Background: an optimization exercise with open tools, aiming at small area and a short achievable clock period. Do not read the settings as production practice.
The RTL was checked by simulation tests, not by an equivalence proof against the original design.

$ cat design/flow/run.sh
#!/bin/bash
# synth_recipe.tcl (not shown) runs the flow's synth.tcl, then flattens the netlist and writes it again
# the make line also repeats each setting of config.mk as NAME=value (left out here)
make -C /OpenROAD-flow-scripts/flow DESIGN_CONFIG=/design/flow/config.mk WORK_HOME=/design/flow/orfs CLKGATE_MAP_FILE= SYNTH_SCRIPT=/design/flow/synth_recipe.tcl finish
$ cat design/flow/config.mk
export PLATFORM = sky130hd
export DESIGN_NAME = breadboard
export DESIGN_NICKNAME = breadboard
export VERILOG_FILES = /design/flow/design.v
export SDC_FILE = /design/flow/constraint.sdc
export NUM_CORES = 4
export LEC_CHECK = 0
export CAP_MARGIN = 20
export CORE_MARGIN = 2
export CORE_UTILIZATION = 40
export SLEW_MARGIN = 20
$ cat design/flow/constraint.sdc
create_clock -name core_clock -period 80.0 [get_ports {clk}]
set_input_delay 16.0000 -clock core_clock [delete_from_list [all_inputs] [get_ports {clk}]]
set_output_delay 16.0000 -clock core_clock [all_outputs]
set_load 0.01 [all_outputs]
$ cat design/flow/design.v
module breadboard(clk, reset, A, B, C, opcode, ERR_out);
  input clk;
  input reset;
  input [3:0] opcode;
  input [31:0] A;
  input [31:0] B;
  output [31:0] C;
  output ERR_out;
  reg [31:0] C;
  reg ERR_out;
  wire mul = (opcode == 4'd3);
  wire z16 = ~mul & ~|A[31:16];
  wire [31:0] a1 = z16 ? {A[15:0], 16'b0} : A;
  wire z8 = ~mul & ~|a1[31:24];
  wire [31:0] a2 = z8 ? {a1[23:0], 8'b0} : a1;
  wire z4 = ~mul & ~|a2[31:28];
  wire [31:0] a3 = z4 ? {a2[27:0], 4'b0} : a2;
  wire z2 = ~mul & ~|a3[31:30];
  wire [31:0] a4 = z2 ? {a3[29:0], 2'b0} : a3;
  wire z1 = ~mul & ~a4[31];
  wire [31:0] D = z1 ? {a4[30:0], 1'b0} : a4;
  wire [4:0] sh = {z16, z8, z4, z2, z1};
  wire [62:0] n0 = {31'b0, B & {32{~mul}}};
  wire [62:0] n1 = z16 ? {n0[46:0], 16'b0} : n0;
  wire [62:0] n2 = z8 ? {n1[54:0], 8'b0} : n1;
  wire [62:0] n3 = z4 ? {n2[58:0], 4'b0} : n2;
  wire [62:0] n4 = z2 ? {n3[60:0], 2'b0} : n3;
  wire [62:0] N = z1 ? {n4[61:0], 1'b0} : n4;
  wire [3:0] di = D[30:27];
  wire [6:0] m2 =
    (di == 4'd0) ? 7'h4c :
    (di == 4'd1) ? 7'h4d :
    (di == 4'd2) ? 7'h4d :
    (di == 4'd3) ? 7'h4e :
    (di == 4'd4) ? 7'h4f :
    (di == 4'd5) ? 7'h50 :
    (di == 4'd6) ? 7'h51 :
    (di == 4'd7) ? 7'h52 :
    (di == 4'd8) ? 7'h52 :
    (di == 4'd9) ? 7'h53 :
    (di == 4'd10) ? 7'h54 :
    (di == 4'd11) ? 7'h55 :
    (di == 4'd12) ? 7'h56 :
    (di == 4'd13) ? 7'h57 :
    (di == 4'd14) ? 7'h57 :
    7'h58;
  wire [6:0] m1 =
    (di == 4'd0) ? 7'h44 :
    (di == 4'd1) ? 7'h44 :
    (di == 4'd2) ? 7'h44 :
    (di == 4'd3) ? 7'h45 :
    (di == 4'd4) ? 7'h45 :
    (di == 4'd5) ? 7'h45 :
    (di == 4'd6) ? 7'h46 :
    (di == 4'd7) ? 7'h46 :
    (di == 4'd8) ? 7'h46 :
    (di == 4'd9) ? 7'h47 :
    (di == 4'd10) ? 7'h47 :
    (di == 4'd11) ? 7'h47 :
    (di == 4'd12) ? 7'h48 :
    (di == 4'd13) ? 7'h48 :
    (di == 4'd14) ? 7'h48 :
    7'h49;
  wire [6:0] m0 =
    (di == 4'd0) ? 7'h3c :
    (di == 4'd1) ? 7'h3b :
    (di == 4'd2) ? 7'h3b :
    (di == 4'd3) ? 7'h3b :
    (di == 4'd4) ? 7'h3b :
    (di == 4'd5) ? 7'h3b :
    (di == 4'd6) ? 7'h3b :
    (di == 4'd7) ? 7'h3a :
    (di == 4'd8) ? 7'h3a :
    (di == 4'd9) ? 7'h3a :
    (di == 4'd10) ? 7'h3a :
    (di == 4'd11) ? 7'h3a :
    (di == 4'd12) ? 7'h3a :
    (di == 4'd13) ? 7'h39 :
    (di == 4'd14) ? 7'h39 :
    7'h39;
  wire [6:0] mm1 =
    (di == 4'd0) ? 7'h33 :
    (di == 4'd1) ? 7'h32 :
    (di == 4'd2) ? 7'h32 :
    (di == 4'd3) ? 7'h31 :
    (di == 4'd4) ? 7'h30 :
    (di == 4'd5) ? 7'h30 :
    (di == 4'd6) ? 7'h2f :
    (di == 4'd7) ? 7'h2e :
    (di == 4'd8) ? 7'h2e :
    (di == 4'd9) ? 7'h2d :
    (di == 4'd10) ? 7'h2c :
    (di == 4'd11) ? 7'h2c :
    (di == 4'd12) ? 7'h2b :
    (di == 4'd13) ? 7'h2a :
    (di == 4'd14) ? 7'h2a :
    7'h29;
  wire [32:0] S [0:16];
  wire [32:0] Cy [0:16];
  wire [31:0] Qp;
  wire [31:0] Qn;
  assign S[16] = {2'b0, N[62:32]};
  assign Cy[16] = 33'b0;
  genvar j;
  generate
    for (j = 15; j >= 0; j = j - 1) begin : row
      wire [32:0] s_in = S[j+1];
      wire [32:0] c_in = Cy[j+1];
      wire [6:0] yh = s_in[32:26] + c_in[32:26];
      wire [6:0] yo = {~yh[6], yh[5:0]};
      wire ge2 = yo >= m2;
      wire ge1 = yo >= m1;
      wire ge0 = yo >= m0;
      wire gem1 = yo >= mm1;
      wire [2:0] qs = {ge1, ge2 | ~gem1, (ge1 & ~ge2) | (~ge0 & gem1)};
      wire bh = B[2*j+1];
      wire bl = B[2*j];
      wire bm;
      if (j == 0) begin : b0
        assign bm = 1'b0;
      end else begin : bn
        assign bm = B[2*j-1];
      end
      wire [2:0] bq = {bh & ~(bl & bm), (bh & ~bl & ~bm) | (~bh & bl & bm), bl ^ bm};
      wire [2:0] q = mul ? bq : qs;
      wire sub = q[2];
      wire two = q[1];
      wire one = q[0];
      wire [32:0] mag = ({33{one}} & {1'b0, D}) | ({33{two}} & {D, 1'b0});
      wire [32:0] t = mag ^ {33{sub}};
      wire [32:0] s4 = {s_in[30:0], N[2*j+1], N[2*j]};
      wire [32:0] c4 = {c_in[30:0], 1'b0, sub};
      wire [32:0] mj = (s4 & c4) | (s4 & t) | (c4 & t);
      assign S[j] = s4 ^ c4 ^ t;
      assign Cy[j] = {mj[31:0], 1'b0};
      assign Qp[2*j+1:2*j] = {sub & two, sub & one};
      assign Qn[2*j+1:2*j] = {~sub & two, ~sub & one};
    end
  endgenerate
  wire [32:0] W = S[0] + Cy[0];
  wire neg = W[32];
  wire [32:0] dz = {1'b0, D};
  wire [31:0] x3 = S[0][31:0] ^ Cy[0][31:0] ^ dz[31:0];
  wire [31:0] y3 = (S[0][31:0] & Cy[0][31:0]) | (S[0][31:0] & dz[31:0]) | (Cy[0][31:0] & dz[31:0]);
  wire [31:0] W2 = x3 + {y3[30:0], 1'b0};
  wire [31:0] Rn = neg ? W2 : W[31:0];
  wire [31:0] R = Rn >> sh;
  wire [32:0] qsum = {Qp, ~neg} + {~Qn, ~neg};
  wire [31:0] Qv = qsum[32:1];
  wire a_is0 = (A == 32'd0);
  wire a_is1 = (A == 32'd1);
  wire [31:0] quo = a_is0 ? 32'hFFFFFFFF : (a_is1 ? B : Qv);
  wire [31:0] rem = a_is0 ? B : (a_is1 ? 32'd0 : R);
  wire [31:0] prod = W[31:0];
  wire [32:0] ca;
  wire [32:0] cs;
  wire [31:0] sum;
  wire [31:0] dif;
  assign ca[0] = 1'b0;
  assign cs[0] = 1'b1;
  genvar i;
  generate
    for (i = 0; i < 32; i = i + 1) begin : rc
      wire na = ~A[i];
      assign sum[i] = A[i] ^ B[i] ^ ca[i];
      assign ca[i+1] = (A[i] & B[i]) | (A[i] & ca[i]) | (B[i] & ca[i]);
      assign dif[i] = B[i] ^ na ^ cs[i];
      assign cs[i+1] = (B[i] & na) | (B[i] & cs[i]) | (na & cs[i]);
    end
  endgenerate
  reg [31:0] nxt;
  always @(*) begin
    case (opcode)
      4'd0: nxt = C;
      4'd1: nxt = sum;
      4'd2: nxt = dif;
      4'd3: nxt = prod;
      4'd4: nxt = quo;
      4'd5: nxt = rem;
      4'd6: nxt = A & B;
      4'd7: nxt = A | B;
      4'd8: nxt = A ^ B;
      4'd9: nxt = ~B;
      4'd10: nxt = ~(A & B);
      4'd11: nxt = ~(A | B);
      4'd12: nxt = ~(A ^ B);
      4'd13: nxt = {A[30:0], 1'b0};
      4'd14: nxt = {1'b0, A[31:1]};
      default: nxt = 32'd0;
    endcase
  end
  always @(posedge clk) begin
    if (reset)
      C <= 32'd0;
    else
      C <= nxt;
    ERR_out <= ca[32];
  end
endmodule
==> flow_summary.yaml <==
critical_path:
  cp.arrival_ns: 80.87
  crit_path_max_incr_delay_ns: 0.57
  path_class: "in2reg"
  crit_slowest_cell: "fa_2"
  r2r-start: "C[27]$_SDFFE_PP0P_"
  cp_max_fo: 7
  crit_top_cell: "a21oi_2"
  startpoint: "A[17]"
  crit_required_ns: 80.22
  endpoint_kind: "register"
  start_kind: "input pin"
placed_design:
  hpwl_mm: 204
  post_dp_cell_area_um2: 62600
  dp_slack_ns: -1.68
  io_buffer_count: 102
  place_congestion: 1.08
timing:
  fin_skew_ns: 0
  worstMarginPinSlew_ns: 1.35
  setup_viol: 32
  rsz0062_at_grt: "yes"
  whs_ns: 0.924
  hold_viol_final: 0
  relSlewSlack_pct: 9.22
  finalCriticalPeriod_ns: 80.65
  period_share_pct: 101
  slew_viol_final: 0
  setup_slack_ns: -0.650
  fmaxAchievable_ghz: 0.0124
  fin_tns_setup_ns: -13.63
global_routing:
  grt_pass1_vias: 54849
  grt_util_all_layers_pct: 38.5
  antenna_found_initial: 8
  grt_pass1_wl_mm: 375
  grt_max_degree: 77
  grt_overflow_total: 0
cts:
  cts.sinks: 33
  cts_buffers: 5
  htree_levels: 2
  insertion_delay_ns: 0.31
  cts_root_buffer: "clkbuf_16"
  cts.path.max_buffers: 2
  cts_hold_buffers: 0
  tritoncts: "yes"
  clk_pin_slew_ns: 0.08
synth:
  synth_cell_type_count: 115
  synth_edf_count: 0
  synth-seq-area-share_pct: 1.30
  synth_xor_area_share_pct: 12.9
  synth-compound-area-share_pct: 25.6
  yosysWarnings: 1
  syn_avg_cell_area_um2: 7.90
  synth_fa_ha_area_share_pct: 35.1
  synth_simple_gate_area_share_pct: 11.9
  synth_mux_area_share_pct: 4.79
  ys_seq_elements: 33
  ys.flop_type: "dfxtp_1"
  synthCells: 6429
  syn_area_um2: 50800
  synth_top_family_by_area: "adder cells"
  syn-num-nets: 7599
  async_flop_share_pct: 0
finish:
  final_cell_mix: "1265 x buf_4, 597 x inv_1, 526 x ha_1, 512 x fa_1, 484 x xnor2_1"
  final_nets: 8552
  drive_gt1_share_pct: 28.1
  area_delta_synth_final_pct: 31.5
  final_cell_area_um2: 66800
  layout_commonest_cell: "buf_4"
route:
  drc_errors: 0
  dr_total_vias: 55924
  vias_per_cell: 6.19
  finalWirelength_mm: 260
  ant_nets: 0
  wl_per_cell_um: 28.8
  first_pass_iters: 6
  drtIter0Drc: 6673
floorplan:
  die_area_um2: 130000
  die_h_um: 360
  num_rows: 130
  start_util_pct: 40.4
  pin_count: 103
  fp.dieW_um: 360
  core_area_um2: 126000
min_path:
  holdCritStartpoint: "C[11]$_SDFFE_PP0P_"
  hold_path_class: "reg2reg"
status:
  violations: "setup timing"
  outcome: "finished with violations"
flow_run:
  cap_violations: 0
[per-layer routing]
layer  routed length (um)  global-route usage (%)  up-vias
met1               103000                    50.6    27572
met2               114000                    60.1     3067
met4                18000                    20.7       14
met3                25100                    6.72      759
li1                     -                       -    24512
met5                   95                       0        -
[critical path: cells and delay by family]
kind,cells,cell delay [ns]
mux,14,3.69
compound gates,135,20.89
simple gates,51,9.07
buf+inv,62,6.40
xor+xnor,43,7.65
fa+ha+maj,50,16.97
[registers in the layout, summed over array words and instances (netlist names)]
signal and count:
C 32, ERR_out 1
[repair_timing]
action | in CTS | in global routing
pin swaps | 52 | 363
setup endpoints to repair | 32 | 32
setup buffers | 33 | 116
endpoints found under the hold margin | 0 | 0
resized for setup | 80 | 501
gates cloned | 0 | 1
[cell families (layout without fill, tap and decap cells)]
logic type	count (synthesis)	count (layout)
DFF	33	33
other	0	2
AOI/OAI and AO/OA	1923	1923
muxes	227	227
and+or+nand+nor	1291	1291
buffers and inverters	1124	2078
xor gates and xnor gates	731	731
adders and majority gates	1100	1100
[stage by stage]
step           std cells  util, %
2_1_floorplan       6429        -
3_3_place_gp        8880     49.8
3_5_place_dp        8881     49.8
4_1_cts             8922     50.5
5_1_grt             9033     53.1
6_report            9035     53.1
[synth_stat cells, types with 47 or more instances]
| library cell | count | area [um^2] |
|---|---|---|
| o21ai_0 | 238 | 1190 |
| nor2b_1 | 47 | 294 |
| o22ai_1 | 126 | 788 |
| nor3_1 | 89 | 445 |
| a31oi_1 | 53 | 332 |
| nand3_1 | 102 | 510 |
| nor2_1 | 394 | 1480 |
| xnor2_1 | 542 | 4750 |
| inv_1 | 631 | 2370 |
| clkbuf_1 | 391 | 1470 |
| buf_1 | 67 | 251 |
| ha_1 | 559 | 6990 |
| a21o_1 | 129 | 968 |
| xor2_1 | 175 | 1530 |
| fa_1 | 541 | 10800 |
| o21bai_1 | 83 | 623 |
| nand2b_1 | 91 | 569 |
| mux2i_1 | 181 | 1810 |
| a21oi_1 | 417 | 2090 |
| o211ai_1 | 54 | 405 |
| nand2_1 | 396 | 1490 |
| a221oi_1 | 50 | 438 |
| a22oi_1 | 444 | 3330 |
[final cells by class]
cell class | count | area (um^2)
Clock inverter | 3 | 65.1
Antenna cell | 2 | 5.00
Tap cell | 1650 | 2060
Fill cell | 11983 | 59000
Clock buffer | 5 | 125
Multi-Input combinational cell | 5272 | 50000
Timing Repair Buffer | 1427 | 11400
Inverter | 643 | 2430
Sequential cell | 33 | 661
[worst paths after layout]
path	end	slack, ns	depth (start not counted)
setup / recovery	C[24]$_SDFFE_PP0P_	-0.65	355
hold / removal	C[11]$_SDFFE_PP0P_	0.92	4
hold reg to reg	C[11]$_SDFFE_PP0P_	0.92	4
setup reg to reg	C[27]$_SDFFE_PP0P_	76.60	10

-- re-timing with driven ports --
The flow's constraints put no driver on any port. The routed layout listed below was extracted and timed again, unchanged, in two steps.
Step 1 assumes that a clkbuf_16 drives the clock port and a buf_2 every other input.
Step 2 also shifts input and output timing later by t, the mid clock arrival at the registers, as if the neighbouring blocks saw the same clock.
a / b / c = ideal ports / drivers / drivers and shift; a / b = the first two.
t, ns: 0.368
slack for setup (ns): -0.650 / -0.660 / -1.028
worst setup path after step 2: input to register
The setup slack of this run moves by -0.010 ns with the drivers and by -0.378 ns with both steps.
